What follows belongs to an exercise in optimizing a design on an open flow for a short achievable clock period and few clock cycles; a production flow would make more cautious choices.
No functional check of the RTL was part of this run.
Power is estimated from default activity; no workload was simulated.

**design/flow/flow/run.sh**
```bash
#!/bin/bash
set -u
cp standard.sh standard_sh.txt
export SETUP_SLACK_MARGIN=${SETUP_SLACK_MARGIN_OVERRIDE:-6.5}
bash standard.sh synth > synth.log 2>&1 || exit 1
bash standard.sh finish > layout.log 2>&1 || exit 1
```
**design/flow/standard.sh**
```bash
#!/bin/bash
# synth_recipe.tcl (not shown) runs the flow's synth.tcl, then flattens the netlist and writes it again
# the make line also repeats each setting of config.mk as NAME=value (left out here)
make -C /OpenROAD-flow-scripts/flow DESIGN_CONFIG=/design/flow/config.mk WORK_HOME=/design/flow/orfs CLKGATE_MAP_FILE= SYNTH_SCRIPT=/design/flow/synth_recipe.tcl "${@:-finish}"
```
**design/flow/config.mk**
```make
export PLATFORM = sky130hd
export DESIGN_NAME = top_mips
export DESIGN_NICKNAME = top_mips
export VERILOG_FILES = /design/flow/design.v
export SDC_FILE = /design/flow/constraint.sdc
export NUM_CORES = 4
export LEC_CHECK = 0
export CAP_MARGIN = 20
export CORE_MARGIN = 2
export CORE_UTILIZATION = 40
export SLEW_MARGIN = 20
export SYNTH_HIERARCHICAL = 1
```
**design/flow/constraint.sdc**
```tcl
create_clock -name core_clock -period 10.0 [get_ports {clk}]
set_input_delay 2.0000 -clock core_clock [delete_from_list [all_inputs] [get_ports {clk}]]
set_output_delay 2.0000 -clock core_clock [all_outputs]
set_load 0.01 [all_outputs]
```
**design/flow/design.v**
```verilog
`timescale 1ns / 1ps
module adder #(parameter N = 32)
              (input  logic [N-1:0] a, b,
               input  logic         cin,
               output logic [N-1:0] y);
  localparam int L = $clog2(N);
  logic [N-1:0] g [0:L];
  logic [N-1:0] p [0:L];
  logic [N-1:0] c;
  assign g[0] = a & b;
  assign p[0] = a ^ b;
  genvar k, i;
  generate
    for (k = 0; k < L; k++) begin : lvl
      for (i = 0; i < N; i++) begin : bit_
        if (i >= (1 << k)) begin : comb
          assign g[k+1][i] = g[k][i] | (p[k][i] & g[k][i - (1 << k)]);
          assign p[k+1][i] = p[k][i] & p[k][i - (1 << k)];
        end else begin : pass
          assign g[k+1][i] = g[k][i];
          assign p[k+1][i] = p[k][i];
        end
      end
    end
  endgenerate
  assign c[0] = cin;
  generate
    for (i = 1; i < N; i++) begin : carry
      assign c[i] = g[L][i-1] | (p[L][i-1] & cin);
    end
  endgenerate
  assign y = p[0] ^ c;
endmodule
`timescale 1ns / 1ps
module alu (input  logic [31:0] a, b,
            input  logic [3:0]  op,
            output logic [31:0] y);
  logic [31:0] sum;
  adder #(32) add (a, op[1] ? ~b : b, op[1], sum);
  assign y = op[2] ? (a & b) : op[3] ? (a | b) : sum;
endmodule
module alu_long (input  logic [31:0] a, b,
                 input  logic        sh,
                 output logic [31:0] y);
  logic        lt;
  logic [31:0] nb, gl, pl;
  assign nb = ~b;
  always_comb begin
    gl = a & nb;
    pl = a | nb;
    for (int d = 1; d < 32; d = d * 2)
      for (int k = 0; k < 32; k = k + 2 * d) begin
        gl[k+2*d-1] = gl[k+2*d-1] | (pl[k+2*d-1] & gl[k+d-1]);
        pl[k+2*d-1] = pl[k+2*d-1] & pl[k+d-1];
      end
  end
  assign lt = ~(gl[31] | pl[31]);
  assign y = sh ? ((b[31:5] != 27'd0) ? 32'd0 : (a >> b[4:0])) : {31'd0, lt};
endmodule
`timescale 1ns / 1ps
`timescale 1ns / 1ps
`timescale 1ns / 1ps
`timescale 1ns / 1ps
`timescale 1ns / 1ps
`timescale 1ns / 1ps
module pctarget (input  logic [29:0] pc1,
                 input  logic [15:0] imm,
                 output logic [29:0] y);
  logic [15:0] lo;
  logic [13:0] hi, hiP, hiM;
  logic        c16;
  assign hi = pc1[29:16];
  adder #(14) incr (hi, 14'd1, 1'b0, hiP);
  adder #(14) decr (hi, 14'h3FFF, 1'b0, hiM);
  adder #(16) low (pc1[15:0], imm, 1'b0, lo);
  assign c16 = (pc1[15] & imm[15]) | ((pc1[15] ^ imm[15]) & ~lo[15]);
  assign y = {(imm[15] == c16) ? hi : (c16 ? hiP : hiM), lo};
endmodule
`timescale 1ns / 1ps
module eq32 (input  logic [31:0] a, b,
             output logic        y);
  assign y = (a == b);
endmodule
`timescale 1ns / 1ps
module regfile (input  logic        clk, reset, we,
                input  logic [4:0]  ra1, ra2, ra3, wa,
                input  logic [31:0] wd,
                output logic [31:0] rd1, rd2, rd3);
  logic [31:0] rf [1:31];
  logic [31:1] valid;
  always_ff @(posedge clk, posedge reset)
    if (reset) valid <= '0;
    else if (we) valid[wa] <= 1'b1;
  always_ff @(posedge clk)
    if (we) rf[wa] <= wd;
  assign rd1 = (ra1 != 5'd0 && valid[ra1]) ? rf[ra1] : 32'd0;
  assign rd2 = (ra2 != 5'd0 && valid[ra2]) ? rf[ra2] : 32'd0;
  assign rd3 = (ra3 != 5'd0 && valid[ra3]) ? rf[ra3] : 32'd0;
endmodule
`timescale 1ns / 1ps
`timescale 1ns / 1ps
`timescale 1ns / 1ps
`timescale 1ns / 1ps
`timescale 1ns / 1ps
`timescale 1ns / 1ps
`timescale 1ns / 1ps
`timescale 1ns / 1ps
module top_mips (input  logic        clk, reset,
                 output logic [31:0] imem_addr,
                 input  logic [31:0] imem_rdata,
                 output logic [31:0] dmem_addr, dmem_wdata,
                 output logic        dmem_we,
                 input  logic [31:0] dmem_rdata);
  logic [29:0] pcF;              
  logic        validD, predD;
  logic [31:0] instrD;
  logic [29:0] altD;
  logic        regwriteE, isLoadE, isStoreE, isBeqE, isAddiE, isLongE, predE;
  logic [4:0]  destE;
  logic [5:0]  aluopE;           
  logic [29:0] altE;
  logic [31:0] opAE, opBE, opCE, sdE, negImmE;
  logic        fwdLAE, fwdLBE, fwdCME, fwdSME;
  logic        regwriteM, isLoadM, weM;
  logic [4:0]  destM;
  logic [31:0] aluOutM, cM, wdataM;
  logic        isLongM;
  logic [29:0] pc1F, targetF;
  logic        predF;
  adder #(30) pcinc (pcF, 30'd1, 1'b0, pc1F);
  pctarget tgt (pc1F, imem_rdata[15:0], targetF);
  assign predF = (imem_rdata[31:26] == 6'b000100) &
                 (imem_rdata[15] | (imem_rdata[25:21] == imem_rdata[20:16]));
  logic [5:0] opD, fD;
  logic [4:0] rsD, rtD, rdD, destD;
  logic isRD, isAccD, isAddiD, isLwD, isSwD, isBeqD, useImmD, isLongD, shLtD;
  logic regwriteD, useBD, stall, mispredictE, mispredictD, canResD, eqD;
  logic depA, depB, depC, depMA, depMB, depMC, ldE, fastE;
  logic [5:0] aluopD;
  logic [31:0] resultM, fastM, rfA, rfB, rfC, opAD, opBD, opCD, brAD, brBD, immD;
  assign opD = instrD[31:26];
  assign fD  = instrD[5:0];
  assign rsD = instrD[25:21];
  assign rtD = instrD[20:16];
  assign rdD = instrD[15:11];
  assign isRD    = validD & (opD == 6'b000000);
  assign isAccD  = validD & (opD == 6'b001100);
  assign isAddiD = validD & (opD == 6'b001000);
  assign isLwD   = validD & (opD == 6'b100011);
  assign isSwD   = validD & (opD == 6'b101011);
  assign isBeqD  = validD & (opD == 6'b000100);
  assign useImmD = isAddiD | isLwD | isSwD;
  assign immD    = {{16{instrD[15]}}, instrD[15:0]};
  assign destD     = (isRD | isAccD) ? rdD : rtD;
  assign regwriteD = (isRD | isAccD | isAddiD | isLwD) & (destD != 5'd0);
  assign useBD     = isRD | isAccD | isBeqD;
  always_comb begin
    aluopD = 6'b000001;
    if (isRD | isAccD)
      case (fD)
        6'b100010: aluopD = 6'b000010;
        6'b100100: aluopD = 6'b000100;
        6'b100101: aluopD = 6'b001000;
        6'b101010: aluopD = 6'b010000;
        6'b011110: aluopD = 6'b100000;
        default:   aluopD = 6'b000001;
      endcase
  end
  assign shLtD   = (isRD | isAccD) & (aluopD[4] | aluopD[5]);
  assign isLongD = isAccD | shLtD;
  logic [31:0] sumM;
  adder #(32) accadd (aluOutM, cM, 1'b0, sumM);
  assign fastM   = isLoadM ? dmem_rdata : aluOutM;
  assign resultM = isLoadM ? dmem_rdata : sumM;
  regfile rf (clk, reset, regwriteM, rsD, rtD, rdD, destM, resultM, rfA, rfB, rfC);
  assign depMA = regwriteM & (destM == rsD);
  assign depMB = regwriteM & (destM == rtD);
  assign depMC = regwriteM & (destM == rdD);
  assign opAD = depMA ? resultM : rfA;
  assign opBD = depMB ? resultM : rfB;
  assign opCD = depMC ? resultM : rfC;
  assign brAD = depMA ? fastM : rfA;
  assign brBD = depMB ? fastM : rfB;
  assign ldE   = isLoadE;
  assign fastE = ~isLoadE & ~isLongE;
  assign depA  = regwriteE & (destE == rsD);
  assign depB  = regwriteE & (destE == rtD);
  assign depC  = regwriteE & (destE == rdD);
  assign stall = (ldE & shLtD & (depA | depB)) |
                 (isLongE & ((validD & depA) | (useBD & depB)));
  logic [31:0] aE, bE;
  assign canResD = isBeqD & ~stall &
                   ((rsD == rtD) |
                    (~depA & ~depB & ~(isLongM & (depMA | depMB))) |
                    (isAddiE & depA & (rtD == 5'd0)));
  logic eqAddiD, eqRegD;
  eq32 eqa (aE, negImmE, eqAddiD);
  eq32 eqr (brAD, brBD, eqRegD);
  assign eqD = (rsD == rtD) ? 1'b1 : depA ? eqAddiD : eqRegD;
  assign mispredictD = canResD & (eqD ^ predD);
  logic [31:0] fastE_res, fullE, wdataE;
  logic        eqE;
  assign aE = fwdLAE ? dmem_rdata : opAE;
  assign bE = fwdLBE ? dmem_rdata : opBE;
  logic [31:0] longE;
  alu      exf (aE, bE, aluopE[3:0], fastE_res);
  alu_long exl (opAE, opBE, aluopE[5], longE);
  assign fullE = (aluopE[4] | aluopE[5]) ? longE : fastE_res;
  eq32 eqe (aE, bE, eqE);
  assign mispredictE = isBeqE & (eqE ^ predE);
  always_ff @(posedge clk, posedge reset)
    if (reset) pcF <= 30'd0;
    else if (mispredictE) pcF <= altE;
    else if (mispredictD) pcF <= altD;
    else if (!stall) pcF <= predF ? targetF : pc1F;
  always_ff @(posedge clk, posedge reset)
    if (reset) validD <= 1'b0;
    else if (mispredictE | mispredictD) validD <= 1'b0;
    else if (!stall) validD <= 1'b1;
  always_ff @(posedge clk)
    if (!stall) begin
      instrD <= imem_rdata;
      predD  <= predF;
      altD   <= predF ? pc1F : targetF;
    end
  always_ff @(posedge clk, posedge reset)
    if (reset) begin
      regwriteE <= 1'b0;
      isLoadE   <= 1'b0;
      isStoreE  <= 1'b0;
      isBeqE    <= 1'b0;
      isAddiE   <= 1'b0;
      isLongE   <= 1'b0;
    end else if (mispredictE | stall) begin
      regwriteE <= 1'b0;
      isLoadE   <= 1'b0;
      isStoreE  <= 1'b0;
      isBeqE    <= 1'b0;
      isAddiE   <= 1'b0;
      isLongE   <= 1'b0;
    end else begin
      regwriteE <= regwriteD;
      isLoadE   <= isLwD;
      isStoreE  <= isSwD;
      isBeqE    <= isBeqD & ~canResD;
      isAddiE   <= isAddiD;
      isLongE   <= isLongD;
    end
  always_ff @(posedge clk) begin
    destE   <= destD;
    aluopE  <= aluopD;
    predE   <= predD;
    altE    <= altD;
    opAE    <= (depA & fastE) ? fastE_res : opAD;
    opBE    <= useImmD ? immD : ((depB & fastE) ? fastE_res : opBD);
    opCE    <= ~isAccD ? 32'd0 : ((depC & fastE) ? fastE_res : opCD);
    sdE     <= (depB & fastE) ? fastE_res : opBD;
    negImmE <= -immD;
    fwdLAE  <= depA & ldE;
    fwdLBE  <= depB & ldE & ~useImmD;
    fwdCME  <= depC & ~fastE & isAccD;
    fwdSME  <= depB & ~fastE;
  end
  always_ff @(posedge clk, posedge reset)
    if (reset) begin
      regwriteM <= 1'b0;
      isLoadM   <= 1'b0;
      isLongM   <= 1'b0;
      weM       <= 1'b0;
    end else begin
      regwriteM <= regwriteE;
      isLoadM   <= isLoadE;
      isLongM   <= isLongE;
      weM       <= isStoreE;
    end
  always_ff @(posedge clk) begin
    destM   <= destE;
    aluOutM <= fullE;
    cM      <= fwdCME ? resultM : opCE;
    wdataM  <= fwdSME ? resultM : sdE;
  end
  assign imem_addr  = {pcF, 2'b00};
  assign dmem_addr  = aluOutM;
  assign dmem_wdata = wdataM;
  assign dmem_we    = weM;
endmodule
```
==> out/results.ini <==
[hold_path]
min_from=altD[5]$_DFFE_PN_
hold_depth=0
holdPathEnd=altE[5]$_DFF_P_
hp-class=reg2reg

[worst_setup_path]
reg2regPathDepth=19
endpoint_kind=register
crit_family=simple AND/OR/NAND/NOR gates
rrSetupSlack_ns=4.63
start_kind=register
path_class=reg2reg
crit_path_cell_trace=buf_4 > buf_4 > buf_16 > mux4_2 > mux2i_1 > a2111oi_0 > nor2_2 > nor2_2 > nor2_1 > a21oi_1 > xor2_1 > nor4_2 > nand4_1 > nor2_4 > a221o_2 > xnor2_4 > buf_12 > or3_1 > a31o_1
slowest_stage=a2111oi_0
worstPathRequired_ns=10.75
cp.buffers_inverters=4
worstPathMaxFanout=71
rr_endpoint=pcF[21]$_DFFE_PP0P_
max_stage_delay_ns=0.73
r2r-start=instrD[21]$_DFFE_PN_
cp.arrival_ns=6.12

[clock_network]
clk_pin_slew_ns=0.06
htree_levels=4
numClockSinks=1433
cts_tree=yes
insertion_delay_ns=0.88
cts-root-buf=clkbuf_16
numCtsBuffers=161
clock_path_buffers=3

[cells_and_area]
layout_common_cells=edfxtp_1, mux2i_1, mux4_2, nor2_1, a21oi_1
drive_gt1_frac=0.327
post-route-util=0.496
area_growth_pct=23.2
layout.nets=7744
final_common_cell=edfxtp_1

[grt]
track_usage=0.330
overflow=0
grt_pass1_wl_um=515000
antenna_found_initial=16
grt_pass1_vias=68300
grt_max_degree=98

[sta]
setup_slack_ns=4.63
max_slew_margin=0.191
worstMarginPinSlew_ns=1.21
skew_ns=0.0393
slew_viol_final=0
setup_viol=0
period_share=0.537
min_period_ns=5.37
finalSetupTns_ns=0
hold_viol=0
rsz0062_at_grt=true
fmax_mhz=186

[synthesis]
synth_cells=6995
synth_area_mm2=0.0865
synth.avg_cell_area_um2=12.4
yosysWarnings=21

[pwr]
leakagePower_nw=39.2
powerDensity_mw_per_mm2=203
ir_worst_vdd_mv=0.223

[floorplanning]
ioPinCount=163
core_mm2=0.215
fp.dieH_um=469
die_width_um=469
die-area_mm2=0.220
num_rows=170
initial_core_util=0.403

[place]
io_buffers=160
pre_cts_ws_ns=3.04
dp_hpwl_um=225000
place.gp.congestion=0.962

[detailed_routing]
viasPerCell=6.76
routed_wl_um=376000
wire_per_inst_um=35.8
num_vias=71000
ant_nets=0
firstDrtPassIters=9
drt_iter0_drc=11700
route.detailed.drc=0

[flow_run]
maxCapViolations=0

[status]
status=no timing/DRC/antenna violations

-- worst max path at each step --
stage	to	startpoint	slack, ns	cells past startpoint
finish	pcF[21]$_DFFE_PP0P_	instrD[21]$_DFFE_PN_	4.63	19
floorplan	pcF[24]$_DFFE_PP0P_	instrD[22]$_DFFE_PN_	5.24	23
CTS	pcF[21]$_DFFE_PP0P_	instrD[22]$_DFFE_PN_	4.85	22
detailed placement	pcF[23]$_DFFE_PP0P_	instrD[16]$_DFFE_PN_	3.04	18
global route	pcF[23]$_DFFE_PP0P_	instrD[22]$_DFFE_PN_	4.57	22
global placement	pcF[22]$_DFFE_PP0P_	instrD[16]$_DFFE_PN_	3.02	18
-- power by group --
group / total (mW) / internal (mW) / switching [mW] / leakage [nW]
Sequential: 7.14 / 6.91 / 0.238 / 13.2
Combinational: 8.25 / 3.81 / 4.44 / 23.3
Clock: 6.30 / 3.63 / 2.67 / 2.70
Total: 21.7 / 14.3 / 7.34 / 39.2
-- area by class of cell --
type                    count  area, µm²
fillers                 18300     108000
multi-input cells        4992      48600
flip-flops and latches   1433      39800
repair buffers            784       8420
clock buffers             191       4330
well taps                2838       3550
clock inverters           101       1190
inverters                 124        549
repair inverters           24        180
diodes                      9       22.5
-- sequential cells by signal, summed over array words and instances, names as in the netlist, 31 cells and up --
signal and flops:
rf.rf 992, opAE 32, negImmE 32, instrD 32
cM 32, aluOutM 32, wdataM 32, opCE 32
rf.valid 31, opBE 32, sdE 32
-- metal layers --
layer / GRT usage / wire (µm)
met1: 0.425 / 136000
met2: 0.487 / 162000
met3: 0.102 / 51000
met4: 0.196 / 26500
met5: 0.000866 / 105
-- what timing repair did --
item / 4_1_cts / 5_1_grt
endpoints found under the hold margin: 0 / 0
pin swaps: 233 / 162
buffers inserted: 299 / 103
resized for setup: 1181 / 282
endpoints found under the setup margin: 957 / 908
hold buffers: 0 / 0
gates cloned: 43 / 15
-- stage by stage --
| step | power, mW | cell area (µm²) | instances | hold WS (ns) |
|---|---|---|---|---|
| after floorplan | 11.6 | 87300 | 7066 | 0.331 |
| after global placement | 13.3 | 92000 | 9731 | 0.345 |
| after detailed placement | 13.4 | 92100 | 9733 | 0.353 |
| after CTS | 20.9 | 104000 | 10400 | 0.367 |
| after global routing | 22.4 | 107000 | 10500 | 0.378 |
| final | 21.7 | 107000 | 10500 | 0.363 |

[what the ideal ports hide]
The flow's constraints put no driver on any port. The routed layout listed below was extracted and timed again, unchanged, in two steps. Step 1 sets driving cells, clkbuf_16 on the clock port and buf_2 on the other inputs (assumed; they add their load-dependent delay and slew). Step 2 times the ports against the registers' clock, not the clock port: input delays grow and output delays shrink by t, the midpoint of the rising clock arrivals with the driver on. a / b / c = ideal ports / drivers / drivers and shift; a / b = the first two.
shift t [ns]: 0.941
setup WS [ns]: 4.629 / 4.629 / 4.264
hold WS [ns]: 0.363 / 0.363 / 0.363
latest minus earliest clock arrival (ns): 0.039 / 0.040
After both steps this run still meets setup and hold. For this run, drivers alone change the setup slack by 0.000 ns; drivers and shift together by -0.365 ns.
